Source: an optimization exercise on an open RTL-to-GDS flow (aim: small area and a short achievable clock period). Production flows keep margins and buffers that such runs may drop.
The RTL was checked by simulation tests, not by an equivalence proof against the original design.
No activity file was given, so power comes from the tool's default toggle rates.

Setup of build 62:
// mac
module mac (
    input  logic               i_nrst,
    input  logic               i_clk,
    input  logic signed  [7:0] i_a0, i_a1, i_a2, i_a3, i_a4, i_a5, i_a6, i_a7,
    input  logic signed  [7:0] i_b0, i_b1, i_b2, i_b3, i_b4, i_b5, i_b6, i_b7,
    output logic signed [18:0] o_res
);
    logic p1;
    logic p2;
    logic p3;
    logic p4;
    logic p5;
    logic p6;
    logic p7;
    logic p8;
    logic p9;
    logic p10;
    logic p11;
    logic p12;
    logic p13;
    logic p14;
    logic p15;
    logic p16;
    logic p17;
    logic p18;
    logic p19;
    logic p20;
    logic p21;
    logic p22;
    logic p23;
    logic p24;
    logic p25;
    logic p26;
    logic p27;
    logic p28;
    logic p29;
    logic p30;
    logic p31;
    logic p32;
    logic p33;
    logic p34;
    logic p35;
    logic p36;
    logic p37;
    logic p38;
    logic p39;
    logic p40;
    logic p41;
    logic p42;
    logic p43;
    logic p44;
    logic p45;
    logic p46;
    logic p47;
    logic p48;
    logic p49;
    logic p50;
    logic p51;
    logic p52;
    logic p53;
    logic p54;
    logic p55;
    logic p56;
    logic p57;
    logic p58;
    logic p59;
    logic p60;
    logic p61;
    logic p62;
    logic p63;
    logic p64;
    logic p65;
    logic p66;
    logic p67;
    logic p68;
    logic p69;
    logic p70;
    logic p71;
    logic p72;
    logic p73;
    logic p74;
    logic p75;
    logic p76;
    logic p77;
    logic p78;
    logic p79;
    logic p80;
    logic p81;
    logic p82;
    logic p83;
    logic p84;
    logic p85;
    logic p86;
    logic p87;
    logic p88;
    logic p89;
    logic p90;
    logic p91;
    logic p92;
    logic p93;
    logic p94;
    logic p95;
    logic p96;
    logic p97;
    logic p98;
    logic p99;
    logic p100;
    logic p101;
    logic p102;
    logic p103;
    logic p104;
    logic p105;
    logic p106;
    logic p107;
    logic p108;
    logic p109;
    logic p110;
    logic p111;
    logic p112;
    logic p113;
  ...
Size in the first run: about 1500 cells after synthesis, roughly 230 flip-flops, roughly 150 I/O pins.
export LEC_CHECK = 0
export CAP_MARGIN = 20
export CORE_MARGIN = 5
export CORE_UTILIZATION = 60
export CTS_CLUSTER_DIAMETER = 100
export CTS_CLUSTER_SIZE = 30
export PLACE_DENSITY = 0.75
export SETUP_SLACK_MARGIN = 2.8
export SLEW_MARGIN = 20
export SYNTH_HIERARCHICAL = 1
export SYNTH_MINIMUM_KEEP_SIZE = 0
create_clock -name core_clock -period 5.5 [get_ports {i_clk}]
standard.sh (not shown) runs the stock make flow with config.mk's settings and CLKGATE_MAP_FILE= SYNTH_SCRIPT=/design/flow/synth_recipe.tcl, a recipe that flattens the netlist after the stock synthesis.
==> flow/flow/run.sh <==
#!/bin/bash
set -e
export BUFFER_PORTS_ARGS="-buffer_cell sky130_fd_sc_hd__buf_1"
sed -E 's/SETUP_SLACK_MARGIN=[-0-9.]+/SETUP_SLACK_MARGIN=0/' standard.sh > standard_fp.sh
bash standard_fp.sh synth floorplan > standard_fp.log 2>&1
bash standard.sh > standard.log 2>&1
[inputs] build 84 vs build 62
==> flow/flow/run.sh <==
#!/bin/bash
set -e
export BUFFER_PORTS_ARGS="-buffer_cell sky130_fd_sc_hd__buf_1"
bash standard.sh > standard.log 2>&1
diff --git a/flow/config.mk b/flow/config.mk
--- a/flow/config.mk
+++ b/flow/config.mk
@@ -9,7 +9,4 @@
 export CORE_MARGIN = 5
-export CORE_UTILIZATION = 60
-export CTS_CLUSTER_DIAMETER = 100
-export CTS_CLUSTER_SIZE = 30
-export PLACE_DENSITY = 0.75
-export SETUP_SLACK_MARGIN = 2.8
+export CORE_UTILIZATION = 40
+export SETUP_SLACK_MARGIN = 2.6
 export SLEW_MARGIN = 20
Findings:
Looking at total length of routed wires, build 84 sits about 5% above build 62. Build 62 → build 84: global-route usage decreased 10 points; clock buffer count went up by 21; vertical die dimension climbed 21%; post-route worst setup slack down 0.16 ns.
The inputs of build 10 differ from those of build 84 as listed below.
==> flow/flow/run.sh <==
#!/bin/bash
set -e
export BUFFER_PORTS_ARGS="-buffer_cell sky130_fd_sc_hd__buf_1"
sed -E 's/SETUP_SLACK_MARGIN=[-0-9.]+/SETUP_SLACK_MARGIN=0/' standard.sh > standard_fp.sh
bash standard_fp.sh synth floorplan > standard_fp.log 2>&1
bash standard.sh > standard.log 2>&1
diff --git a/flow/config.mk b/flow/config.mk
--- a/flow/config.mk
+++ b/flow/config.mk
@@ -9,4 +9,6 @@
 export CORE_MARGIN = 5
-export CORE_UTILIZATION = 40
-export SETUP_SLACK_MARGIN = 2.6
+export CORE_UTILIZATION = 70
+export CTS_CLUSTER_DIAMETER = 100
+export CTS_CLUSTER_SIZE = 30
+export SETUP_SLACK_MARGIN = 2.8
 export SLEW_MARGIN = 20
Findings:
Row number of clock buffers in the layout: build 10 lower / build 84 higher. Proportion of cell area occupied by multi-input gates: build 10 > build 84. Compare build 10 and build 84 | overall via count from detail_route lower: build 84. Of build 10 and build 84, build 10 shows the lower height of the chip, with build 84 above it. Compared with build 84, in build 10 reported sequential group power neither gained nor lost much, non-filler instance count after layout shrank by 13%. Build 84 -> build 10: total power decreased by a few percent. As far as TritonCTS sink count goes, build 10 and build 84 are indistinguishable; the numbers are identical.
### build 10 -> build 9
diff --git a/flow/config.mk b/flow/config.mk
--- a/flow/config.mk
+++ b/flow/config.mk
@@ -9,6 +9,4 @@
 export CORE_MARGIN = 5
-export CORE_UTILIZATION = 70
-export CTS_CLUSTER_DIAMETER = 100
-export CTS_CLUSTER_SIZE = 30
-export SETUP_SLACK_MARGIN = 2.8
+export CORE_UTILIZATION = 60
+export SETUP_SLACK_MARGIN = 2.7
 export SLEW_MARGIN = 20
## What came out
Build 9 ended up with a higher cell-internal power than build 10 did.
Delta (build 9 minus build 10): portion of total power attributed to the clock network picked up an extra 5.3 points; power went up; worst setup slack went down 0.066 ns.
Build 9 reports a lower sequential share of layout area than build 10 does.
On fraction of area in multi-input gates, the higher figure sits with build 10, not build 9.


Setup of the reference run:
mac again, from the RTL that the note above started with.
// mac
module mac (
    input  logic               i_nrst,
    input  logic               i_clk,
    input  logic signed  [7:0] i_a0, i_a1, i_a2, i_a3, i_a4, i_a5, i_a6, i_a7,
    input  logic signed  [7:0] i_b0, i_b1, i_b2, i_b3, i_b4, i_b5, i_b6, i_b7,
    output logic signed [18:0] o_res
);
    logic p1;
    logic p2;
    logic p3;
    logic p4;
    logic p5;
    logic p6;
    logic p7;
    logic p8;
    logic p9;
    logic p10;
    logic p11;
    logic p12;
    logic p13;
    logic p14;
    logic p15;
    logic p16;
    logic p17;
    logic p18;
    logic p19;
    logic p20;
    logic p21;
    logic p22;
    logic p23;
    logic p24;
    logic p25;
    logic p26;
    logic p27;
    logic p28;
    logic p29;
    logic p30;
    logic p31;
    logic p32;
    logic p33;
    logic p34;
    logic p35;
    logic p36;
    logic p37;
    logic p38;
    logic p39;
    logic p40;
    logic p41;
    logic p42;
    logic p43;
    logic p44;
    logic p45;
    logic p46;
    logic p47;
    logic p48;
    logic p49;
    logic p50;
    logic p51;
    logic p52;
    logic p53;
    logic p54;
    logic p55;
    logic p56;
    logic p57;
    logic p58;
    logic p59;
    logic p60;
    logic p61;
    logic p62;
  ...
clock: 5.5 ns
lec_check: 0
cap_margin: 20
core_margin: 5
core_utilization: 60
setup_slack_margin: 2.9
slew_margin: 20
synth_hierarchical: 1
synth_minimum_keep_size: 0
==> flow/flow/run.sh <==
#!/bin/bash
set -e
export BUFFER_PORTS_ARGS="-buffer_cell sky130_fd_sc_hd__buf_1"
sed -E 's/SETUP_SLACK_MARGIN=[-0-9.]+/SETUP_SLACK_MARGIN=0/' standard.sh > standard_fp.sh
bash standard_fp.sh synth floorplan > standard_fp.log 2>&1
bash standard.sh > standard.log 2>&1
The reference run | status: complete | timing, DRC, antenna: pass
> inputs changed (the reference run -> the trial run)
- SETUP_SLACK_MARGIN now 3.0, was 2.9
==> comparison <==
- Row power: the trial run higher / the reference run lower
- The trial run gives more number of buffers inserted by post-CTS setup repair than the reference run did.
- Compared to the reference run, the trial run has part of the total power dissipated in combinational logic 0.7 points higher.
- The reference run → the trial run: number of enable-type register cells in the synthesized netlist held steady, design area higher, total count of hold-check failures in the final report about even.
- Number of global-route vias before repair ended up 1.5% higher on the trial run than on the reference run.
- Re routed wire length: the trial run and the reference run aren't equal, and the lower value belongs to the reference run.
- [compare] base=the reference run new=the trial run: global-route wire length before repair now sits higher; delay of the slowest critical-path stage fell 110 ps.


mac again, from the RTL that the note above started with.
clock: 5.5 ns
lec_check: 0
cap_margin: 20
core_margin: 5
core_utilization: 60
cts_cluster_diameter: 100
cts_cluster_size: 30
gpl_routability_driven: 0
setup_slack_margin: 2.8
slew_margin: 20
synth_hierarchical: 1
synth_minimum_keep_size: 0
Scripts as last shown in full above: flow/flow/run.sh
The baseline produced a clean layout.
Then changed:
==> flow/flow/run.sh (replaced) <==
#!/bin/bash
set -e
export BUFFER_PORTS_ARGS="-buffer_cell sky130_fd_sc_hd__buf_1"
bash standard.sh > standard.log 2>&1
- CORE_UTILIZATION: 60 -> 40
- CTS_BUF_LIST: default -> sky130_fd_sc_hd__clkbuf_8
- CTS_CLUSTER_DIAMETER: 100 -> default
- CTS_CLUSTER_SIZE: 30 -> default
- GPL_ROUTABILITY_DRIVEN: 0 -> default
The changed run finished with timing, DRC and antenna clean.
Flip-flop and latch count does not change.
Non-clock buffer count is lower by 1.
Sequential power stays flat.
Die area is higher by 47%.
Total power is higher by 9.7%.
Register-to-register slack gains 0.02 ns.
Final cell count is higher by 14%.


## v18
mac again, from the RTL that the note above started with.
==> flow/design.v (excerpt) <==
module mac (
    input  logic               i_nrst,
    input  logic               i_clk,
    input  logic signed  [7:0] i_a0, i_a1, i_a2, i_a3, i_a4, i_a5, i_a6, i_a7,
    input  logic signed  [7:0] i_b0, i_b1, i_b2, i_b3, i_b4, i_b5, i_b6, i_b7,
    output logic signed [18:0] o_res
);
==> flow/config.mk <==
export PLATFORM = sky130hd
export DESIGN_NAME = mac
export DESIGN_NICKNAME = mac
export VERILOG_FILES = /design/flow/design.v
export SDC_FILE = /design/flow/constraint.sdc
export NUM_CORES = 4
export LEC_CHECK = 0
export CAP_MARGIN = 20
export CORE_MARGIN = 5
export CORE_UTILIZATION = 60
export CTS_CLUSTER_DIAMETER = 100
export CTS_CLUSTER_SIZE = 30
export SETUP_SLACK_MARGIN = 2.8
export SLEW_MARGIN = 20
export SYNTH_HIERARCHICAL = 1
export SYNTH_MINIMUM_KEEP_SIZE = 0
==> flow/constraint.sdc <==
create_clock -name core_clock -period 5.5 [get_ports {i_clk}]
set_input_delay 1.1000 -clock core_clock [delete_from_list [all_inputs] [get_ports {i_clk}]]
set_output_delay 1.1000 -clock core_clock [all_outputs]
set_load 0.01 [all_outputs]
==> flow/flow/run.sh <==
#!/bin/bash
set -e
export BUFFER_PORTS_ARGS="-buffer_cell sky130_fd_sc_hd__buf_1"
sed -E 's/SETUP_SLACK_MARGIN=[-0-9.]+/SETUP_SLACK_MARGIN=0/' standard.sh > standard_fp.sh
bash standard_fp.sh synth floorplan > standard_fp.log 2>&1
bash standard.sh > standard.log 2>&1
v18 ran to completion and came out clean on the timing, DRC and antenna checks.
Edits applied to the flow inputs when going from v18 to v34:
Settings: CTS_CLUSTER_SIZE removed (was 30); SETUP_SLACK_MARGIN changed from 2.8 to 3.3; CTS_CLUSTER_DIAMETER removed (was 100).
==> comparison <==
- Re vias per cell: v34 is 5.3% up on v18.
- Of v34 and v18, the run reporting the higher portion of the layout cell area used by non-clock buffers was v34.
- Summary of v34 over v18: least setup slack across all paths after layout went up 0.014 ns; fraction of power consumed by sequential logic went down 4.5 points.
- The power reported for v34 is greater than that of v18 by about 23%.
- v34 did not stop at any stage, and its layout met the timing, DRC and antenna checks.
- Diff v18 -> v34: count of clock-buffer cells in the layout went up; final critical delay including setup and external delays went down; synthesis-to-finish area growth went up; share of the core filled with cells went up; fraction of standard cell area in multi-input logic went down.
The inputs of v23 differ from those of v34 as listed below.
Settings: changing SETUP_SLACK_MARGIN from 3.3 to 2.8; changing CORE_UTILIZATION from 60 to 40.
==> flow/flow/run.sh <==
#!/bin/bash
set -e
export BUFFER_PORTS_ARGS="-buffer_cell sky130_fd_sc_hd__buf_1"
bash standard.sh > standard.log 2>&1
--- outcome ---
Going from v34 to v23, utilization now smaller, cell area now smaller, met1 track demand over resource now smaller. Compared with v34, wire length of the first global-routing pass in v23 decreased slightly. Going from v34 to v23, routed wire length now smaller; final setup slack of the worst path now sits higher; area of combinational cells with multiple inputs fell by 0.0011 sq mm.
For v25, these inputs were changed with respect to v23:
Settings: CAP_MARGIN now 0, was 20; CTS_CLUSTER_DIAMETER now 100, previously not set; CORE_UTILIZATION now 60, was 40; CTS_CLUSTER_SIZE now 30, previously not set; SLEW_MARGIN now 0, was 20.
==> flow/flow/run.sh <==
#!/bin/bash
set -e
export BUFFER_PORTS_ARGS="-buffer_cell sky130_fd_sc_hd__buf_1"
sed -E 's/SETUP_SLACK_MARGIN=[-0-9.]+/SETUP_SLACK_MARGIN=0/' standard.sh > standard_fp.sh
bash standard_fp.sh synth floorplan > standard_fp.log 2>&1
bash standard.sh > standard.log 2>&1
[summary]
- v25 vs v23: net total in the final layout down
- Layout-stage area growth over the synthesis result (lower): v25
- Against v23, v25 reports a largest net degree at the start of global routing that is higher.
- Measured against v25, the die outline area of v23 comes out at 1.5 times the reference value.
- v25 — global routing usage summed across all routing layers 8.9 points higher, v23 as reference
- In the reports for v25 and v23, the larger fraction of area in clock buffers and inverters belongs to v23.
- Changes observed in v25 relative to v23: worst path setup slack after routing -0.028 ns; met3 track utilization from global routing shows an increase of 7.3 points.

## re-timing with driven ports
In the flow no input, the clock included, has a driving cell. The finished layouts below were timed again as built, in two steps. Step 1 assumes that a clkbuf_16 drives the clock port and a buf_2 every other input. Step 2 also shifts input and output timing later by t, the mid clock arrival at the registers, as if the neighbouring blocks saw the same clock. Three values: no drivers, after step 1, after step 2; two values: the first two.
run | t (ns) | setup slack, ns | worst data-port slew with drivers (ns) | cell pins on the clock port's net
build 62 | 0.536 | 2.744 / 2.744 / 2.238 | 0.07 | 1
build 84 | 0.598 | 2.585 / 2.608 / 2.010 | 0.06 | 1
build 10 | 0.540 | 2.763 / 2.763 / 2.266 | 0.05 | 1
build 9 | 0.574 | 2.697 / 2.720 / 2.146 | 0.07 | 1
the reference run | 0.572 | 2.746 / 2.775 / 2.203 | 0.08 | 1
the trial run | 0.575 | 2.786 / 2.786 / 2.275 | 0.08 | 1
the first run of note 3 | 0.536 | 2.760 / 2.760 / 2.282 | 0.05 | 1
the second run of note 3 | 0.635 | 2.778 / 2.778 / 2.170 | 0.05 | 1
v18 | 0.528 | 2.761 / 2.761 / 2.269 | 0.08 | 1
v34 | 0.573 | 2.776 / 2.776 / 2.297 | 0.16 | 1
v23 | 0.606 | 2.790 / 2.790 / 2.227 | 0.05 | 1
v25 | 0.528 | 2.761 / 2.761 / 2.269 | 0.08 | 1
After both steps every run listed still meets setup and hold. The setup slack of the second run of note 3, which loses most, moves by 0.000 ns with the drivers and by -0.608 ns with both steps.
